Context: an optimization exercise on an open-source flow, tuned for small area, a short achievable clock period and few clock cycles per item. The choices shown serve that exercise and are no tape-out recipe. Only simulation tests tie the RTL to the original design; equivalence was not proved.

==> flow/design.v (excerpt) <==
module Cfu (
    input               cmd_valid,
    output              cmd_ready,
    input      [9:0]    cmd_payload_function_id,
    input      [31:0]   cmd_payload_inputs_0,
    input      [31:0]   cmd_payload_inputs_1,
    output              rsp_valid,
    input               rsp_ready,
    output     [31:0]   rsp_payload_outputs_0,
    input               reset,
    input               clk
);
    reg [31:0] InputOffset, FilterOffset, accumulator;
    reg [31:0] acc0, acc1, acc2, acc3, global_input;
    reg  [3:0] zf;       
    reg [31:0] kprod;    
    reg [31:0] cg;       
    reg [31:0] hold;     
    reg  [9:0] sg;       
    reg [14:0] bdig;     
    reg [17:0] pa, pb;   
    reg        pend;     
    reg        f0ph;     
    reg  [2:0] kstep;    
    reg        op_mac, op_cg, op_p2;
    reg  [1:0] op_k;
    reg  [3:0] rdhaz;    
    wire       op_p1 = f0ph;    
    wire [31:0] in0 = cmd_payload_inputs_0;
    wire [31:0] in1 = cmd_payload_inputs_1;
    wire [6:0]  f   = cmd_payload_function_id[9:3];
    wire [15:0] lo = 16'd1 << f[3:0];
    wire  [3:0] l2 = 4'd1 << f[1:0];
    wire fz    = ~(f[6] | f[5] | f[4]);
    wire is0   = fz & lo[0];
    wire is1   = fz & lo[1];
    wire is2   = fz & lo[2];
    wire is3   = fz & lo[3];
    wire is4   = fz & lo[4];
    wire is5   = fz & lo[5];
    wire isMac = fz & (lo[6] | lo[7] | lo[8] | lo[9]);
    wire is10  = fz & lo[10];
    wire isRd  = fz & (lo[11] | lo[12] | lo[13] | lo[14]);
    wire fast  = is0 | is5 | isMac | is10 | isRd;    
    wire [1:0] kmac = {~f[1], f[0]};               
    wire kbusy = (kstep != 3'd0);
    wire stall = (is0 & ~f0ph)
               | ((is0 | is5 | isMac) & kbusy)
               | (is4 & op_p2)
               | (isRd & rdhaz[f[1:0]]);
  ...
==> module Cfu, before the edit <==
module Cfu (
    input               cmd_valid,
    output              cmd_ready,
    input      [9:0]    cmd_payload_function_id,
    input      [31:0]   cmd_payload_inputs_0,
    input      [31:0]   cmd_payload_inputs_1,
    output              rsp_valid,
    input               rsp_ready,
    output     [31:0]   rsp_payload_outputs_0,
    input               reset,
    input               clk
);
    reg [31:0] InputOffset, FilterOffset, accumulator;
    reg [31:0] acc0, acc1, acc2, acc3, global_input;
    reg  [3:0] zf;       
    reg [31:0] kprod;    
    reg [31:0] cg;       
    reg [31:0] hold;     
    reg  [9:0] sg;       
    reg [14:0] bdig;     
    reg [17:0] pa, pb;   
    reg        pend;     
    reg        f0ph;     
    reg  [2:0] kstep;    
    reg        op_mac, op_cg, op_p2;
    reg  [1:0] op_k;
    reg  [3:0] rdhaz;    
    wire       op_p1 = f0ph;    
    wire [31:0] in0 = cmd_payload_inputs_0;
    wire [31:0] in1 = cmd_payload_inputs_1;
    wire [6:0]  f   = cmd_payload_function_id[9:3];
    wire [15:0] lo = 16'd1 << f[3:0];
    wire  [3:0] l2 = 4'd1 << f[1:0];
    wire fz    = ~(f[6] | f[5] | f[4]);
    wire is0   = fz & lo[0];
    wire is1   = fz & lo[1];
    wire is2   = fz & lo[2];
    wire is3   = fz & lo[3];
    wire is4   = fz & lo[4];
    wire is5   = fz & lo[5];
    wire isMac = fz & (lo[6] | lo[7] | lo[8] | lo[9]);
    wire is10  = fz & lo[10];
    wire isRd  = fz & (lo[11] | lo[12] | lo[13] | lo[14]);
    wire fast  = is0 | is5 | isMac | is10 | isRd;    
    wire [1:0] kmac = {~f[1], f[0]};               
    wire kbusy = (kstep != 3'd0);
    wire stall = (is0 & ~f0ph)
               | ((is0 | is5 | isMac) & kbusy)
               | (is4 & op_p2)
               | (isRd & rdhaz[f[1:0]]);
    assign cmd_ready = ~pend & ~stall;
    wire   accept    = cmd_valid & cmd_ready;
    assign rsp_valid = pend | (accept & fast);
    wire [31:0] acc0z = acc0 & {32{~zf[0]}};
    wire [31:0] acc1z = acc1 & {32{~zf[1]}};
    wire [31:0] acc2z = acc2 & {32{~zf[2]}};
    wire [31:0] acc3z = acc3 & {32{~zf[3]}};
    wire [31:0] accsel_r = f[1] ? (f[0] ? acc0z : acc3z) : (f[0] ? acc2z : acc1z);
    assign rsp_payload_outputs_0 = pend ? hold : (f[3] ? accsel_r : accumulator);
    reg [31:0] rval;
    always @(*) begin
        if (is0 | is4)            rval = accumulator;
        else if (is2 | is3)       rval = in0;
        else if (isRd)            rval = accsel_r;
        else                      rval = 32'd0;
    end
    wire        f0first = ~f[3] & ~f[2] & ~f0ph;    
    wire [31:0] pu = (f[3] | f[2]) ? global_input : in1;
    wire [17:0] qa, qb;
    cfu_prod prod (.U(pu), .V(in0), .A(qa), .B(qb));
    wire [31:0] sin = f0first ? in1 : in0;
    wire [9:0]  s0;
    cfu_ssum ssum (.W(sin), .S(s0));
    reg  [9:0]  snext;
    always @(*) begin
        case (kstep)
            3'd1: snext = {2'b00, InputOffset[31:24]};
            3'd2: snext = {2'b00, InputOffset[23:16]};
            3'd3: snext = {2'b00, InputOffset[15:8]};
            3'd4: snext = {2'b00, InputOffset[7:0]};
            3'd5: snext = sg;
            default: snext = s0;
        endcase
    end
    wire [10:0] se = {snext, 1'b0};
    reg  [4:0]  bone, btwo, bneg;
    integer j;
    always @(*) begin
        for (j = 0; j < 5; j = j + 1) begin
            bone[j] = se[2*j+1] ^ se[2*j];
            btwo[j] = (se[2*j+2] & ~se[2*j+1] & ~se[2*j]) | (~se[2*j+2] & se[2*j+1] & se[2*j]);
            bneg[j] = se[2*j+2];
        end
    end
    wire kstepping = (kstep >= 3'd2);
    reg [31:0] accsel_m;
    always @(*) begin
        case (op_k)
            2'd0: accsel_m = acc0;
            2'd1: accsel_m = acc1;
            2'd2: accsel_m = acc2;
            default: accsel_m = acc3;
        endcase
    end
    wire        pen = op_mac | op_p1;
    wire [31:0] X = (op_mac | op_p1) ? InputOffset : FilterOffset;
    wire [31:0] C = op_mac ? cg : ((op_p1 | op_cg) ? {kprod[29:0], 2'b00} : 32'd0);
    wire [31:0] M = kstepping ? ((kstep == 3'd2) ? 32'd0 : {kprod[23:0], 8'd0}) :
                    (op_p1 | op_p2) ? accumulator :
                    (op_mac & ~zf[op_k]) ? accsel_m : 32'd0;
    wire [31:0] R;
    cfu_dp dp (.A(pa), .B(pb), .pen(pen), .X(X), .M(M), .C(C),
               .bone(bdig[4:0]), .btwo(bdig[9:5]), .bneg(bdig[14:10]), .R(R));
    always @(posedge clk) begin
        bdig <= {bneg, btwo, bone};
        pa <= qa;
        pb <= qb;
        if (~pend) hold <= rval;
        if (reset) begin
            InputOffset <= 32'd0;
            FilterOffset <= 32'd0;
            accumulator <= 32'd0;
            zf <= 4'b1111;
            global_input <= 32'd0;
            sg <= 10'd0;
            pend <= 1'b0;
            f0ph <= 1'b0;
            kstep <= 3'd1;       
            op_mac <= 1'b0; op_cg <= 1'b0; op_p2 <= 1'b0;
            op_k <= 2'd0;
            rdhaz <= 4'd0;
        end else begin
            pend <= pend ? ~rsp_ready : (accept & (~fast | ~rsp_ready));
            f0ph <= cmd_valid & ~pend & is0 & ~f0ph & ~kbusy;
            op_p2  <= accept & is0;
            op_mac <= accept & isMac;
            op_k   <= kmac;
            rdhaz  <= {4{accept & isMac}} & {l2[2], l2[1], l2[0], l2[3]};
            op_cg  <= (accept & is5) | ((kstep == 3'd5) & ~(accept & (is2 | is3)));
            if (accept & is2) InputOffset <= in0;
            if (accept & is3) FilterOffset <= in0;
            if (accept & (is2 | is3)) kstep <= 3'd1;
            else if (kbusy) kstep <= (kstep == 3'd5) ? 3'd0 : kstep + 3'd1;
            if (kstepping) kprod <= R;
            if (op_cg) cg <= R;
            if (accept & is5) begin
                global_input <= in0;
                sg <= s0;
            end
            if (accept & is1) accumulator <= 32'd0;
            else if (op_p1 | op_p2) accumulator <= R;
            if (accept & is10) zf <= 4'b1111;
            else if (op_mac) zf <= zf & ~(4'b0001 << op_k);
        end
        if (op_mac) begin
            case (op_k)
                2'd0: acc0 <= R;
                2'd1: acc1 <= R;
                2'd2: acc2 <= R;
                default: acc3 <= R;
            endcase
        end
    end
endmodule
==> flow/config.mk <==
export PLATFORM = sky130hd
export DESIGN_NAME = Cfu
export DESIGN_NICKNAME = Cfu
export VERILOG_FILES = /design/flow/design.v
export SDC_FILE = /design/flow/constraint.sdc
export NUM_CORES = 4
export LEC_CHECK = 0
export CAP_MARGIN = 20
export CORE_MARGIN = 2
export CORE_UTILIZATION = 60
export SLEW_MARGIN = 20
==> flow/constraint.sdc <==
create_clock -name core_clock -period 20.0 [get_ports {clk}]
set_input_delay 4.0000 -clock core_clock [delete_from_list [all_inputs] [get_ports {clk}]]
set_output_delay 4.0000 -clock core_clock [all_outputs]
set_load 0.01 [all_outputs]
standard.sh (not shown) runs the stock make flow with config.mk's settings and CLKGATE_MAP_FILE= SYNTH_SCRIPT=/design/flow/synth_recipe.tcl, a recipe that flattens the netlist after the stock synthesis.
==> flow/flow/run.sh <==
#!/bin/bash
cp standard.sh standard_sh_copy.txt
export SETUP_SLACK_MARGIN=10.5
export BUFFER_PORTS_ARGS="-buffer_cell sky130_fd_sc_hd__buf_2"
bash standard.sh finish > standard_finish.log 2>&1
Testbench counts at the start, summed over its fixed seeds: cycles 13,214, items 12,741.
Rerun with:
--- a/flow/design.v
+++ b/flow/design.v
@@ -41,7 +41,7 @@
     wire isMac = fz & (lo[6] | lo[7] | lo[8] | lo[9]);
     wire is10  = fz & lo[10];
     wire isRd  = fz & (lo[11] | lo[12] | lo[13] | lo[14]);
-    wire fast  = is0 | is5 | isMac | is10 | isRd;    
+    wire fast  = is0 | is4 | is5 | isMac | is10 | isRd;    
     wire [1:0] kmac = {~f[1], f[0]};               
     wire kbusy = (kstep != 3'd0);
     wire stall = (is0 & ~f0ph)
Effect:
- The new run ran to the end with no violations
- worst hold slack barely changes
- core utilization rises by 0.25 points
- cell area rises by 0.38%
- worst setup slack gains 0.065 ns
- maximum frequency rises by 0.68%
- via count rises by 2.2%
- critical path depth does not change
- non-clock buffer count rises by 15
- wire length rises by 5.0%
Testbench counts after the change, summed over its fixed seeds: cycles 13,166, items 12,741.

[what the ideal ports hide]
No port has a modelled driver above. Below, the same layouts with a new extraction and two added sets of constraints. Step 1 assumes that a clkbuf_16 drives the clock port and a buf_2 every other input. Step 2 also shifts input and output timing later by t, the mid clock arrival at the registers, as if the neighbouring blocks saw the same clock. a / b / c = ideal ports / drivers / drivers and shift; a / b = the first two.
run	shift t [ns]	slack for setup (ns)	worst setup path after step 2
the first run	0.669	10.330 / 10.256 / 10.038	input to register
the second run	0.655	10.396 / 10.295 / 10.069	input to register
After both steps every run listed still meets setup and hold. The setup slack of the second run, which loses most, moves by -0.101 ns with the drivers and by -0.327 ns with both steps.
